This design comes from an exercise in tuning for small area and a short achievable clock period on the open sky130 flow, not from production work. Only simulation tests tie the RTL to the original design; equivalence was not proved.

==> design.v <==
module alu_top (
    input             clk,
    input      [7:0]  a,
    input      [7:0]  b,
    input      [3:0]  sel,
    output reg [15:0] out
);
    reg  [7:0]  a_q, b_q;
    reg  [3:0]  sel_q;
    wire [15:0] alu_out;
    always @(posedge clk) begin
        a_q   <= a;
        b_q   <= b;
        sel_q <= sel;
        out   <= alu_out;
    end
    alu u_alu (.a(a_q), .b(b_q), .sel(sel_q), .out(alu_out));
endmodule

`timescale 1ns / 1ps
module alu(
    input [7:0] a,b,
    input [3:0] sel,
    output reg [15:0] out
    );
    always@(*)
        begin
            case(sel)
                4'b0000 : out=a+b;
                4'b0001 : out=a+1;
                4'b0010 : out=a-b;
                4'b0011 : out=a*b;
                4'b0100 : out=(b==0) ? 16'd0 : a/b;
                4'b0101 : out=(b==0) ? 16'd0 : a%b;
                4'b0110 : out=a&b;
                4'b0111 : out=a|b;
                4'b1000 : out=~(a&b);
                4'b1001 : out=~(a|b);
                4'b1010 : out=a^b;
                default: out=0;
            endcase        
        end    
endmodule
==> run.sh <==
#!/bin/bash
# synth_recipe.tcl (not shown) runs the flow's synth.tcl, then flattens the netlist and writes it again
# the make line also repeats each setting of config.mk as NAME=value (left out here)
make -C /OpenROAD-flow-scripts/flow DESIGN_CONFIG=/design/flow/config.mk WORK_HOME=/design/flow/orfs CLKGATE_MAP_FILE= SYNTH_SCRIPT=/design/flow/synth_recipe.tcl finish
==> config.mk <==
export PLATFORM = sky130hd
export DESIGN_NAME = alu_top
export DESIGN_NICKNAME = alu_top
export VERILOG_FILES = /design/flow/design.v
export SDC_FILE = /design/flow/constraint.sdc
export NUM_CORES = 4
export LEC_CHECK = 0
export CAP_MARGIN = 20
export CORE_MARGIN = 2
export CORE_UTILIZATION = 40
export SLEW_MARGIN = 20
==> constraint.sdc <==
create_clock -name core_clock -period 32.0 [get_ports {clk}]
set_input_delay 6.4000 -clock core_clock [delete_from_list [all_inputs] [get_ports {clk}]]
set_output_delay 6.4000 -clock core_clock [all_outputs]
set_load 0.01 [all_outputs]
==> results of run 1 <==
## registers in the layout (all words and copies together) (netlist names)
name / flops
b_q: 8
sel_q: 4
out: 16
a_q: 8
## synth_stat cells, drive strengths merged, types with 22 or more instances
cell | instances | area, um2
nor3 | 65 | 330
ha | 170 | 2130
inv | 97 | 364
o21a | 51 | 390
a21o | 35 | 263
nand3 | 33 | 170
nor2 | 156 | 586
mux2 | 22 | 251
a21oi | 74 | 370
o21ai | 68 | 348
fa | 39 | 781
xnor2 | 51 | 447
dfxtp | 36 | 721
clkbuf | 30 | 113
nand2 | 109 | 412
## layer usage
metal / up-vias / global-route usage / share of wire
met5: - / 0 / 0
met4: 0 / 0.0570 / 0.020
met3: 36 / 0.0231 / 0.069
met2: 374 / 0.385 / 0.44
met1: 4982 / 0.357 / 0.47
li1: 5180 / - / -
## metrics by stage
step                      instance area [um2]   util  hold WS (ns)  setup slack (ns)
final                                   11800  0.454         0.762              2.02
after global routing                    11800  0.454         0.840            -0.246
after floorplan                         10600      -         0.555              1.83
after CTS                               11600  0.445         0.768             0.147
after detailed placement                11400  0.438         0.763            -0.926
after global placement                  11400  0.438         0.760            -0.491
## critical path: cells and delay by family, from the launching register on
kind,cells,cell delay (ns)
compound gates,74,14.62
simple gates,39,8.29
fa+ha+maj,14,4.31
mux,5,1.56
buf+inv,4,0.59
flops,1,0.40
## cells in the final DEF (no fill, tap or decap), drive strengths merged, types with 35 or more instances in the layout
master	netlist	routed
nand2	109	109
o21ai	68	68
nor2	156	156
ha	170	170
fa	39	39
a21oi	74	74
inv	97	98
xnor2	51	51
nor3	65	65
dfxtp	36	36
buf	10	36
o21a	51	51
clkdlybuf4s50	0	36
a21o	35	35
## worst min-delay path by stage
stage | end | slack (ns) | cells after the start
2_1_floorplan | out[0]$_DFF_P_ | 0.56 | 2
3_3_place_gp | out[0]$_DFF_P_ | 0.76 | 3
3_5_place_dp | out[0]$_DFF_P_ | 0.76 | 3
4_1_cts | out[0]$_DFF_P_ | 0.77 | 3
5_1_grt | out[0]$_DFF_P_ | 0.84 | 2
6_report | out[0]$_DFF_P_ | 0.76 | 3
## final cells by class
class	instances	area share
inverters	98	0.0312
flip-flops and latches	36	0.0610
clock buffers	5	0.0106
repair buffers	72	0.0534
clock inverters	3	0.00392
multi-input cells	1217	0.804
well taps	335	0.0355
## logic make-up (layout without fill, tap and decap cells)
family / count (synthesis) / after routing / synth area share
buffers and inverters: 138 / 178 / 0.0530
xor gates and xnor gates: 67 / 67 / 0.0557
muxes: 43 / 43 / 0.0453
DFF: 36 / 36 / 0.0684
adders and majority gates: 209 / 209 / 0.276
and+or+nand+nor: 495 / 495 / 0.232
AOI/OAI and AO/OA: 395 / 395 / 0.269
other: 1 / 8 / 0.000356
## repair_timing
item                       CTS  global route
setup buffers                0             5
setup endpoints to repair   16            16
hold buffers                 0             0
pin swaps                    0             7
resized for setup            7            47
==> key figures, run 1 <==
Status
  – Status: complete, no violations

Setup path
  – CP Capture Point: out[10]$_DFF_P_
  – Crit path launch: b_q[4]$_DFF_P_
  – Reg2Reg Setup Slack: 2.02 ns
  – Endpoint class of the critical path: flip-flop
  – Worst EP required: 32.12 ns
  – RR Startpoint: b_q[4]$_DFF_P_
  – Crit-path most repeated cell: o21a_1
  – Crit path kind: flip-flop to flip-flop
  – Reg2reg end: out[10]$_DFF_P_
  – Critical Path Max Stage Delay: 0.64 ns
  – Startpoint types: flip-flop
  – Worst path arrival time: 30.11 ns
  – Worst path slowest cell: or4_4
  – FF-to-FF path depth: 136
  – Max FO, Critical Path: 20

Timing
  – Final Slew Violations: 0
  – Worst slew pin tran: 1.04 ns
  – Clk_skew: 0.0118 ns
  – Fmax: 33.4 MHz
  – Final hold viol count: 0
  – Fin Setup TNS: 0 ns
  – Period utilization: 0.937
  – Final setup violating endpoints: 0
  – Fin crit period: 29.98 ns
  – Relative slew slack: 0.294

Logic synthesis
  – Yosys warning count: 2
  – EDFF count, synth: 0
  – Post-synth design cell area: 10,500 um2
  – Yosys cell types: 100
  – Synthesized area per cell: 7.61 um2
  – Flops & latches, synth: 36
  – Synth Flop Type: dfxtp_1
  – FFs w/ async S/R, synth: 0
  – Post-synthesis sequential area ratio: 0.0684
  – Syn Inst Count: 1,384

Route
  – DRC violations left: 0
  – TritonRoute pass-1 iters: 7
  – Post-DR vias/cell: 5.99
  – Routed WL: 34,300 um
  – Via count: 10,600
  – Post-DRT Antenna Nets: 0
  – DRT iter0 DRCs: 915
  – Wirelength per Cell: 19.4 um

Die
  – Chip height: 166 um
  – Core Box Area: 26,000 um2
  – Num ports: 37
  – FP Rows: 59
  – Initial Util: 0.405
  – DIE AREA: 27,600 um2
  – Die Width: 166 um

Layout
  – Reg area: 721 um2
  – Fin nets: 1,660
  – Syn-to-layout area delta: 12.1%
  – Ant diodes: 0
  – Multi-input gate area: 9500 um2
  – Fraction of layout cells with a size suffix above 1: 0.106
  – Fill count: 2,651
  – Fin cells: 1,766

Placement
  – Hpwl dp: 26,800 um
  – GP Congestion: 0.935
  – DP Cell Count: 1,753
  – PortBufs: 36

CTS
  – Worst skew pair latency: 0.31 ns
  – CTS tree: built
  – Clock Sinks: 36
  – Cts bufs inserted: 5
  – H-tree depth: 2
  – Clock root buffer master: clkbuf_16
  – Longest Clk Path Bufs: 2
  – CTS clk-pin slew, worst paths: 0.07 ns

Global route
  – Largest net degree at the start of global routing: 29
  – Global-route wire length before repair: 54,600 um
  – Initial antenna violation count: 0
  – Number of global-route vias before repair: 9,868
  – All-layer global routing usage: 0.243
  – Grt total ovfl: 0

Job
  – Max_cap viols: 0

Hold path
  – Hold Path Class: flip-flop to flip-flop
  – Hold Path Origin: sel_q[0]$_DFF_P_
==> inputs of run 2 (changes only) <==
==> design.v (replaced) <==
module alu_top (
    input             clk,
    input      [7:0]  a,
    input      [7:0]  b,
    input      [3:0]  sel,
    output reg [15:0] out
);
    reg  [7:0]  a_q, b_q;
    reg  [3:0]  sel_q;
    wire [15:0] alu_out;
    always @(posedge clk) begin
        a_q   <= a;
        b_q   <= b;
        sel_q <= sel;
        out   <= alu_out;
    end
    alu u_alu (.a(a_q), .b(b_q), .sel(sel_q), .out(alu_out));
endmodule

`timescale 1ns / 1ps
module alu(
    input  [7:0]  a, b,
    input  [3:0]  sel,
    output reg [15:0] out
    );
    wire        is_inc = (sel == 4'd1);
    wire        is_sub = (sel == 4'd2);
    wire [7:0]  bop    = is_inc ? 8'd0 : (is_sub ? ~b : b);
    wire [8:0]  sum    = {1'b0, a} + {1'b0, bop} + {8'd0, (is_inc | is_sub)};
    wire [15:0] prod = a * b;
    wire [7:0] q;
    wire [7:0] r7, r6, r5, r4, r3, r2, r1, r0;
    wire [0:0] t7 = a[7];
    assign q[7] = (b[7:1] == 0) && (t7 >= b[0:0]);
    assign r7   = q[7] ? {7'd0, t7 - b[0:0]} : {7'd0, t7};
    wire [1:0] t6 = {r7[0], a[6]};
    assign q[6] = (b[7:2] == 0) && (t6 >= b[1:0]);
    assign r6   = q[6] ? {6'd0, t6 - b[1:0]} : {6'd0, t6};
    wire [2:0] t5 = {r6[1:0], a[5]};
    assign q[5] = (b[7:3] == 0) && (t5 >= b[2:0]);
    assign r5   = q[5] ? {5'd0, t5 - b[2:0]} : {5'd0, t5};
    wire [3:0] t4 = {r5[2:0], a[4]};
    assign q[4] = (b[7:4] == 0) && (t4 >= b[3:0]);
    assign r4   = q[4] ? {4'd0, t4 - b[3:0]} : {4'd0, t4};
    wire [4:0] t3 = {r4[3:0], a[3]};
    assign q[3] = (b[7:5] == 0) && (t3 >= b[4:0]);
    assign r3   = q[3] ? {3'd0, t3 - b[4:0]} : {3'd0, t3};
    wire [5:0] t2 = {r3[4:0], a[2]};
    assign q[2] = (b[7:6] == 0) && (t2 >= b[5:0]);
    assign r2   = q[2] ? {2'd0, t2 - b[5:0]} : {2'd0, t2};
    wire [6:0] t1 = {r2[5:0], a[1]};
    assign q[1] = (b[7] == 1'b0) && (t1 >= b[6:0]);
    assign r1   = q[1] ? {1'd0, t1 - b[6:0]} : {1'd0, t1};
    wire [7:0] t0 = {r1[6:0], a[0]};
    assign q[0] = (t0 >= b);
    assign r0   = q[0] ? (t0 - b) : t0;
    wire bz = (b == 8'd0);
    always @(*) begin
        case (sel)
            4'd0:  out = {7'd0, sum};
            4'd1:  out = {7'd0, sum};
            4'd2:  out = {{8{~sum[8]}}, sum[7:0]};
            4'd3:  out = prod;
            4'd4:  out = bz ? 16'd0 : {8'd0, q};
            4'd5:  out = bz ? 16'd0 : {8'd0, r0};
            4'd6:  out = {8'd0, a & b};
            4'd7:  out = {8'd0, a | b};
            4'd8:  out = {8'hff, ~(a & b)};
            4'd9:  out = {8'hff, ~(a | b)};
            4'd10: out = {8'd0, a ^ b};
            default: out = 16'd0;
        endcase
    end
endmodule
--- a/config.mk
+++ b/config.mk
@@ -7,5 +7,6 @@
 export LEC_CHECK = 0
+export ABC_AREA = 1
 export CAP_MARGIN = 20
 export CORE_MARGIN = 2
-export CORE_UTILIZATION = 40
+export CORE_UTILIZATION = 70
 export SLEW_MARGIN = 20
==> key figures, run 2 <==
Status
  – Status: complete, no violations

Die
  – Num ports: 37
  – Core Box Area: 8590 um2
  – DIE AREA: 9510 um2
  – Initial Util: 0.713
  – Chip height: 97.5 um
  – Die Width: 97.5 um
  – FP Rows: 34

Hold path
  – Hold Path Class: flip-flop to flip-flop

Timing
  – Final setup violating endpoints: 0
  – Worst slew pin tran: 0.776 ns
  – Clk_skew: 0.0186 ns
  – Final Slew Violations: 0
  – Worst hold slack: 0.670 ns
  – RSZ-0062 raised after global routing: no
  – Period utilization: 0.338
  – Fin Setup TNS: 0 ns
  – Fmax: 92.6 MHz
  – Final hold viol count: 0
  – Relative slew slack: 0.482
  – Fin crit period: 10.80 ns

Layout
  – Fin nets: 1,032
  – Max reg flops: 16
  – Largest regs: out (16), a_q (8), b_q (8)
  – Most common cell after layout, fill and taps aside: nand2_1
  – Syn-to-layout area delta: 7.87%
  – Most frequent cells in the layout: 177 x nand2_1, 158 x inv_1, 102 x ha_1
  – Fin cells: 973
  – Largest reg by FF count: out
  – Fraction of layout cells with a size suffix above 1: 0.0671
  – Ant diodes: 0

CTS
  – H-tree depth: 2
  – Worst skew pair latency: 0.31 ns
  – Clock root buffer master: clkbuf_8
  – Cts bufs inserted: 5
  – Post-cts sizing count: 0
  – Post-CTS Setup Inserts: 0
  – Clock Sinks: 36
  – CTS tree: built
  – CTS clk-pin slew, worst paths: 0.08 ns
  – Longest Clk Path Bufs: 2
  – Hold buffers post-CTS: 0

Logic synthesis
  – Synth top area cells: ha_1 21%, fa_1 15%, dfxtp_1 12%, nand2_1 11%, inv_1 9.7%
  – Synth Flop Type: dfxtp_1
  – Synth top area share: 0.208
  – Synth area leader: ha_1
  – Flops & latches, synth: 36
  – Synthesized area per cell: 7.32 um2
  – Post-synthesis sequential area ratio: 0.118
  – Synth top cells by count: 177 x nand2_1, 158 x inv_1, 102 x ha_1
  – FFs w/ async S/R, synth: 0
  – Post-synth design cell area: 6120 um2
  – Yosys cell types: 48
  – Most frequent cell after synthesis: nand2_1
  – Yosys warning count: 2
  – EDFF count, synth: 0
  – Syn Inst Count: 836

Placement
  – GP Congestion: 0.959
  – DP Cell Count: 965
  – Hpwl dp: 13,100 um
  – PortBufs: 36

Setup path
  – Reg2Reg Setup Slack: 21.20 ns
  – Startpoint types: flip-flop
  – Crit-path most repeated cell: nand2_1
  – Critical Path Max Stage Delay: 0.62 ns
  – Worst EP required: 32.15 ns
  – Worst path slowest cell: dfxtp_1
  – Endpoint class of the critical path: flip-flop
  – Max FO, Critical Path: 11
  – Crit path kind: flip-flop to flip-flop
  – Worst path arrival time: 10.96 ns

Global route
  – Largest net degree at the start of global routing: 18
  – Initial antenna violation count: 0
  – Number of global-route vias before repair: 5,917
  – Global-route wire length before repair: 27,900 um
  – Grt total ovfl: 0
  – All-layer global routing usage: 0.360

Route
  – TritonRoute pass-1 iters: 8
  – DRC violations left: 0
  – Via count: 5,714
  – Post-DRT Antenna Nets: 0
  – Post-DR vias/cell: 5.87
  – Wirelength per Cell: 16.8 um
  – DRT iter0 DRCs: 389
  – Routed WL: 16,300 um

Job
  – Max_cap viols: 0
-- run 2: cell types whose count changed in the layout (fill, tap and decap cells not counted), sizes merged, moves of 18 or more --
cell / previous run / this run
o21a: 51 / 1
buf: 36 / 2
nor2: 156 / 49
mux2: 22 / 0
a21o: 35 / 3
inv: 98 / 165
mux2i: 21 / 0
or3: 21 / 0
xnor2: 51 / 8
nor3: 65 / 6
ha: 170 / 102
o21ai: 68 / 50
nand2: 109 / 184
nand2b: 18 / 0
-- run 2: final timing paths --
path / startpoint / end / cells past startpoint
max: a_q[7]$_DFF_P_ / out[1]$_DFF_P_ / 58
min: sel_q[3]$_DFF_P_ / out[8]$_DFF_P_ / 3
max reg2reg: a_q[7]$_DFF_P_ / out[1]$_DFF_P_ / 58
min reg2reg: sel_q[3]$_DFF_P_ / out[8]$_DFF_P_ / 3
-- run 2: per-stage QoR --
stage / instance area, um2 / setup slack (ns) / util
3_5_place_dp: 6520 / 21.53 / 0.758
3_3_place_gp: 6520 / 22.10 / 0.758
6_report: 6610 / 21.20 / 0.769
4_1_cts: 6610 / 21.38 / 0.769
5_1_grt: 6610 / 20.29 / 0.769
2_1_floorplan: 6120 / 22.95 / -
-- run 2: area by class of cell --
type                    instances  area (um2)
multi-input cells             617        4660
well taps                     108         135
clock buffers                   6        72.6
clock inverters                 2        16.3
flip-flops and latches         36         721
repair buffers                 38         375
inverters                     166         623
fillers                       650        1990
-- run 2: per-layer routing --
| metal | wire (um) | vias to the layer above | GRT usage |
|---|---|---|---|
| met4 | 682 | 0 | 0.167 |
| li1 | - | 2743 | - |
| met3 | 1220 | 63 | 0.0683 |
| met5 | 0 | - | 0 |
| met1 | 7060 | 2648 | 0.468 |
| met2 | 7360 | 260 | 0.579 |
-- run 2: cells by family after synthesis --
group | synth area share
AO/OA/AOI/OAI | 0.143
AND/OR/NAND/NOR | 0.236
adder cells (fa/ha/maj) | 0.356
buffers and inverters | 0.121
XOR/XNOR | 0.0272
flip-flops | 0.118
-- run 2: worst max-delay path: cells and delay by family (launching register included) --
| kind | cells | cell delay [ns] |
|---|---|---|
| compound gates | 15 | 2.91 |
| fa+ha+maj | 8 | 2.84 |
| buf+inv | 9 | 1.18 |
| flops | 1 | 0.62 |
| simple gates | 26 | 3.07 |
==> inputs of run 3 (changes only) <==
--- a/config.mk
+++ b/config.mk
@@ -7,6 +7,5 @@
 export LEC_CHECK = 0
-export ABC_AREA = 1
 export CAP_MARGIN = 20
 export CORE_MARGIN = 2
-export CORE_UTILIZATION = 70
+export CORE_UTILIZATION = 40
 export SLEW_MARGIN = 20
==> key figures, run 3 <==
Die
  – Core Box Area: 14,600 um2
  – DIE AREA: 16,000 um2
  – FP Rows: 44
  – Num ports: 37
  – Chip height: 126 um
  – Initial Util: 0.411
  – Die Width: 126 um

Global route
  – Largest net degree at the start of global routing: 35
  – Met1 usage: 0.296
  – Number of global-route vias before repair: 5,661
  – Global-route wire length before repair: 29,000 um
  – Grt total ovfl: 0
  – Initial antenna violation count: 0
  – Gr busiest metal: met2
  – GRT met3 Usage: 0.0405
  – All-layer global routing usage: 0.225
  – Met2 Use GR: 0.369

Route
  – Post-DR vias/cell: 5.83
  – Post-DRT Antenna Nets: 0
  – Via count: 5,591
  – DRT iter0 DRCs: 447
  – TritonRoute pass-1 iters: 5
  – Routed WL: 17,600 um
  – DRC violations left: 0
  – Wirelength per Cell: 18.3 um

Setup path
  – Worst path arrival time: 13.24 ns
  – CP Capture Point: out[4]$_DFF_P_
  – Reg2Reg Setup Slack: 18.94 ns
  – RR Startpoint: b_q[1]$_DFF_P_
  – CP top delay family: compound AO/OA/AOI/OAI gates
  – Crit path kind: flip-flop to flip-flop
  – Cell depth of the worst setup path: 42
  – Startpoint types: flip-flop
  – Critical Path Max Stage Delay: 0.85 ns
  – Max FO, Critical Path: 15
  – Worst path slowest cell: dfxtp_1
  – FF-to-FF path depth: 42
  – WP buf/inv: 3
  – Reg2reg end: out[4]$_DFF_P_
  – Worst EP required: 32.18 ns
  – Crit-path most repeated cell: ha_1
  – Crit path launch: b_q[1]$_DFF_P_
  – Endpoint class of the critical path: flip-flop

Logic synthesis
  – Yosys cell types: 62
  – Flops & latches, synth: 36
  – Post-synth design cell area: 6000 um2
  – Synth top cells by count: 102 x ha_1, 89 x nor2_1, 86 x inv_1
  – Yosys warning count: 2
  – Synth Flop Type: dfxtp_1
  – Synth area leader: ha_1
  – Synth top area cells: ha_1 21%, fa_1 15%, dfxtp_1 12%, nor2_1 5.6%, inv_1 5.4%
  – FFs w/ async S/R, synth: 0
  – Synthesized area per cell: 8.10 um2
  – Syn Inst Count: 741
  – Most frequent cell after synthesis: ha_1
  – Post-synthesis sequential area ratio: 0.120
  – Synth top area share: 0.213
  – EDFF count, synth: 0

CTS
  – Post-cts sizing count: 0
  – Hold buffers post-CTS: 0
  – CTS clk-pin slew, worst paths: 0.06 ns
  – CTS tree: built
  – Clock root buffer master: clkbuf_16
  – Longest Clk Path Bufs: 2
  – Clock Sinks: 36
  – Post-CTS Setup Inserts: 0
  – H-tree depth: 2
  – Worst skew pair latency: 0.29 ns
  – Cts bufs inserted: 5

Placement
  – PortBufs: 36
  – Hpwl dp: 13,900 um
  – Pre-CTS WS: 19.15 ns
  – DP Cell Count: 952
  – GP Congestion: 0.963
  – DP Area: 6570 um2

Timing
  – Final hold viol count: 0
  – Fin Setup TNS: 0 ns
  – Relative slew slack: 0.283
  – RSZ-0062 raised after global routing: no
  – Worst hold slack: 0.819 ns
  – Final setup violating endpoints: 0
  – Final Slew Violations: 0
  – Period utilization: 0.408
  – Final Worst Setup Slack: 18.94 ns
  – Fin crit period: 13.06 ns
  – Worst slew pin tran: 1.07 ns
  – Clk_skew: 0.0105 ns
  – Fmax: 76.6 MHz

Layout
  – Max reg flops: 16
  – Fin nets: 943
  – Largest reg by FF count: out
  – Most frequent cells in the layout: 102 x ha_1, 89 x nor2_1, 86 x inv_1
  – Fin cells: 959
  – Syn-to-layout area delta: 12.1%
  – Design Area, Final: 6720 um2
  – Ant diodes: 0
  – Most common cell after layout, fill and taps aside: ha_1
  – Largest regs: out (16), a_q (8), b_q (8)
  – Fraction of layout cells with a size suffix above 1: 0.0361
  – Fill count: 1,456

Job
  – Max_cap viols: 0

Hold path
  – Hold Path Class: flip-flop to flip-flop

Status
  – Status: complete, no violations
-- run 3: worst min path at each step --
stage	start	end	slack [ns]	cells after the start
after CTS	sel_q[0]$_DFF_P_	out[7]$_DFF_P_	0.82	3
after floorplan	sel_q[0]$_DFF_P_	out[8]$_DFF_P_	0.56	2
final	sel_q[0]$_DFF_P_	out[7]$_DFF_P_	0.82	3
after global placement	sel_q[2]$_DFF_P_	out[8]$_DFF_P_	0.81	1
after global routing	sel_q[0]$_DFF_P_	out[7]$_DFF_P_	0.87	3
after detailed placement	sel_q[2]$_DFF_P_	out[8]$_DFF_P_	0.80	1
-- run 3: cell families (layout without fill, tap and decap cells) --
| kind of cell | Yosys count | after routing | synth area share |
|---|---|---|---|
| fa+ha+maj | 147 | 147 | 0.363 |
| buf+inv | 102 | 136 | 0.0644 |
| compound gates | 198 | 198 | 0.231 |
| simple gates | 222 | 222 | 0.166 |
| xor+xnor | 27 | 27 | 0.0394 |
| mux | 9 | 9 | 0.0158 |
| flops | 36 | 36 | 0.120 |
-- run 3: worst register-to-register path, delay by kind of cell (launching register included) --
family,cells,cell delay [ns]
multiplexers,3,1.03
flip-flops,1,0.85
buffers and inverters,3,0.75
AND/OR/NAND/NOR,7,1.18
adder cells (fa/ha/maj),7,2.53
AO/OA/AOI/OAI,22,6.64
-- run 3: area by class of cell --
class	instances	area (um2)	share of cell area
clock buffer	7	153	0.0227
inverter	88	330	0.0491
multi-input combinational	603	4890	0.728
sequential	36	721	0.107
tap	184	230	0.0342
timing repair buffer	41	398	0.0592
-- run 3: stage by stage --
stage,util
after floorplan,-
after global placement,0.450
after detailed placement,0.450
after CTS,0.461
after global routing,0.461
final,0.461
-- run 3: routing by layer --
layer / share of wire / vias to the layer above / wire length [um]
met3: 0.067 / 41 / 1180
met2: 0.46 / 229 / 8040
met5: 0 / - / 0
li1: - / 2666 / -
met4: 0.035 / 0 / 621
met1: 0.44 / 2655 / 7730
==> inputs of run 4 (changes only) <==
==> flow/run.sh (new file) <==
#!/bin/bash
# Standard ORFS layout, with the resizer asked to keep a larger setup slack
# margin (so it sizes the critical paths instead of stopping at the 32 ns
# constraint) and with the smallest buffer on the ports.
set -euo pipefail
MARGIN=${MARGIN:-24}
bash standard.sh SETUP_SLACK_MARGIN=$MARGIN \
  "BUFFER_PORTS_ARGS=-buffer_cell sky130_fd_sc_hd__buf_1" finish > orfs_make.log 2>&1
==> standard.sh (new file) <==
#!/bin/bash
# synth_recipe.tcl (not shown) runs the flow's synth.tcl, then flattens the netlist and writes it again
# the make line also repeats each setting of config.mk as NAME=value (left out here)
make -C /OpenROAD-flow-scripts/flow DESIGN_CONFIG=/design/flow/config.mk WORK_HOME=/design/flow/orfs CLKGATE_MAP_FILE= SYNTH_SCRIPT=/design/flow/synth_recipe.tcl "${@:-finish}"
--- a/config.mk
+++ b/config.mk
@@ -7,5 +7,6 @@
 export LEC_CHECK = 0
+export ABC_AREA = 1
 export CAP_MARGIN = 20
 export CORE_MARGIN = 2
-export CORE_UTILIZATION = 40
+export CORE_UTILIZATION = 70
 export SLEW_MARGIN = 20
removed: run.sh
==> key figures, run 4 <==
Status
  – Status: complete, no violations

CTS
  – CTS tree: built
  – Longest Clk Path Bufs: 2
  – Cts bufs inserted: 5
  – Hold buffers post-CTS: 0
  – CTS clk-pin slew, worst paths: 0.09 ns
  – Clock root buffer master: clkbuf_8
  – Clock Sinks: 36
  – Worst skew pair latency: 0.32 ns
  – H-tree depth: 2

Die
  – Die Width: 97.5 um
  – FP Rows: 34
  – Chip height: 97.5 um
  – DIE AREA: 9510 um2
  – Core Box Area: 8590 um2
  – Initial Util: 0.713
  – Num ports: 37

Setup path
  – Max FO, Critical Path: 8
  – Crit path kind: flip-flop to flip-flop
  – Startpoint types: flip-flop
  – Worst path arrival time: 10.11 ns
  – Reg2Reg Setup Slack: 22.09 ns
  – Critical Path Max Stage Delay: 0.44 ns
  – Worst path slowest cell: fa_2
  – Endpoint class of the critical path: flip-flop
  – Worst EP required: 32.20 ns

Layout
  – Most frequent cells in the layout: 147 x inv_1, 134 x nand2_1, 79 x ha_1
  – Most common cell after layout, fill and taps aside: inv_1
  – Largest regs: out (16), a_q (8), b_q (8)
  – Largest reg by FF count: out
  – Final Util: 0.908
  – Fin nets: 1,107
  – Syn-to-layout area delta: 27.4%
  – Ant diodes: 0
  – Design Area, Final: 7800 um2
  – Max reg flops: 16
  – Fraction of layout cells with a size suffix above 1: 0.277

Timing
  – Fmax: 101 MHz
  – Relative slew slack: 0.358
  – Final Slew Violations: 0
  – Fin crit period: 9.91 ns
  – Worst slew pin tran: 0.962 ns
  – Clk_skew: 0.0114 ns
  – Final hold viol count: 0
  – Final setup violating endpoints: 0
  – RSZ-0062 raised after global routing: yes
  – Period utilization: 0.310
  – Fin Setup TNS: 0 ns

Logic synthesis
  – Synth top area cells: ha_1 21%, fa_1 15%, dfxtp_1 12%, nand2_1 11%, inv_1 9.7%
  – Yosys warning count: 2
  – Synth Flop Type: dfxtp_1
  – Syn Inst Count: 836
  – Synth top cells by count: 177 x nand2_1, 158 x inv_1, 102 x ha_1
  – Most frequent cell after synthesis: nand2_1
  – Synth top area share: 0.208
  – Yosys cell types: 48
  – Synth area leader: ha_1
  – Synthesized area per cell: 7.32 um2
  – EDFF count, synth: 0
  – Post-synthesis sequential area ratio: 0.118
  – Flops & latches, synth: 36
  – FFs w/ async S/R, synth: 0
  – Post-synth design cell area: 6120 um2

Route
  – Via count: 7,052
  – DRC violations left: 0
  – Wirelength per Cell: 23.4 um
  – Post-DRT Antenna Nets: 0
  – DRT iter0 DRCs: 1,004
  – Post-DR vias/cell: 6.74
  – TritonRoute pass-1 iters: 10
  – Routed WL: 24,400 um

Placement
  – GP Congestion: 0.980
  – PortBufs: 36
  – Hpwl dp: 13,000 um
  – DP Area: 6630 um2

Global route
  – Number of global-route vias before repair: 6,374
  – Initial antenna violation count: 0
  – All-layer global routing usage: 0.403
  – Grt total ovfl: 0
  – Global-route wire length before repair: 30,800 um
  – Largest net degree at the start of global routing: 18

Hold path
  – Hold Path Class: flip-flop to flip-flop

Job
  – Max_cap viols: 0
==> run 4: changes by cell type in the layout (fill, tap and decap cells not counted), sizes merged, moves of 10 or more <==
cell	before	now
nand2	60	185
buf	5	112
inv	86	164
nor2	89	49
nand3	6	44
clkdlybuf4s50	36	0
a21oi	33	57
a21o	18	3
o21a	15	1
nor2b	13	0
nor3	16	6
xnor2	18	8
==> run 4: worst paths after layout <==
path,startpoint,endpoint,cells past startpoint
setup / recovery,a_q[7]$_DFF_P_,out[7]$_DFF_P_,58
hold reg to reg,sel_q[3]$_DFF_P_,out[8]$_DFF_P_,3
hold / removal,sel_q[3]$_DFF_P_,out[8]$_DFF_P_,3
setup reg to reg,a_q[7]$_DFF_P_,out[7]$_DFF_P_,58
==> run 4: cells by family after synthesis <==
group                      after synthesis  share of synthesized area
xor gates and xnor gates                19                     0.0272
and+or+nand+nor                        308                      0.236
AOI/OAI and AO/OA                      143                      0.143
DFF                                     36                      0.118
adders and majority gates              147                      0.356
buffers and inverters                  183                      0.121
==> run 4: repair_timing <==
action                     4_1_cts  5_1_grt
resized for setup               68       58
pin swaps                       54       25
buffers inserted                57       19
cloned                           1        0
setup endpoints to repair        8        8
==> run 4: critical path, delay by kind of cell, from the launching register on <==
family / cells / cell delay, ns
AO/OA/AOI/OAI: 10 / 1.76
XOR/XNOR: 2 / 0.47
adder cells (fa/ha/maj): 8 / 2.34
buffers and inverters: 9 / 0.90
flip-flops: 1 / 0.39
AND/OR/NAND/NOR: 29 / 3.90
==> run 4: layout make-up <==
cell class,instances,area (um2)
inverter,166,657
sequential,36,746
multi-input combinational,618,5460
fill,352,791
clock buffer,6,72.6
tap,108,135
timing repair buffer,112,732
clock inverter,1,5.00
==> run 4: stage by stage <==
stage	std cells	hold WS (ns)	worst slack (ns)
after floorplan	836	0.552	23.88
after global placement	963	0.649	22.82
after detailed placement	963	0.656	22.48
after CTS	1028	0.670	23.58
after global routing	1047	0.695	22.00
final	1047	0.666	22.09
==> run 4: metal layers <==
layer  vias up  track usage  wire length, um
met3       290       0.0813             3320
met2       742        0.664            10400
li1       2899            -                -
met1      3121        0.516             8370
met4         0        0.172             2320
met5         -            0                0

afterwards: timing with drivers on the ports:
How much do the figures lean on ideal ports? The routed layouts below were timed once more, with nothing changed but the port constraints.
Step 1, drivers: a clkbuf_16 drives clk and a buf_2 each remaining input, both assumed.
Step 2, shift: input delay + t, output delay - t, t = (earliest + latest rising clock arrival at the registers) / 2. This alone moves slack from input paths to output paths.
Three values: no drivers, after step 1, after step 2; two values: the first two.
run | t, ns | slack for setup (ns) | worst setup path after step 2 | latest minus earliest clock arrival (ns) | slew at the worst register clock pin (ns)
run 1 | 0.340 | 2.016 / 2.016 / 2.016 | register to register | 0.012 / 0.012 | 0.07 / 0.07
run 2 | 0.334 | 21.196 / 21.196 / 21.196 | register to register | 0.018 / 0.019 | 0.09 / 0.09
run 3 | 0.327 | 18.944 / 18.944 / 18.944 | register to register | 0.010 / 0.010 | 0.06 / 0.06
run 4 | 0.355 | 22.085 / 22.085 / 22.085 | register to register | 0.012 / 0.012 | 0.09 / 0.09
After both steps setup and hold are still met in every run listed.
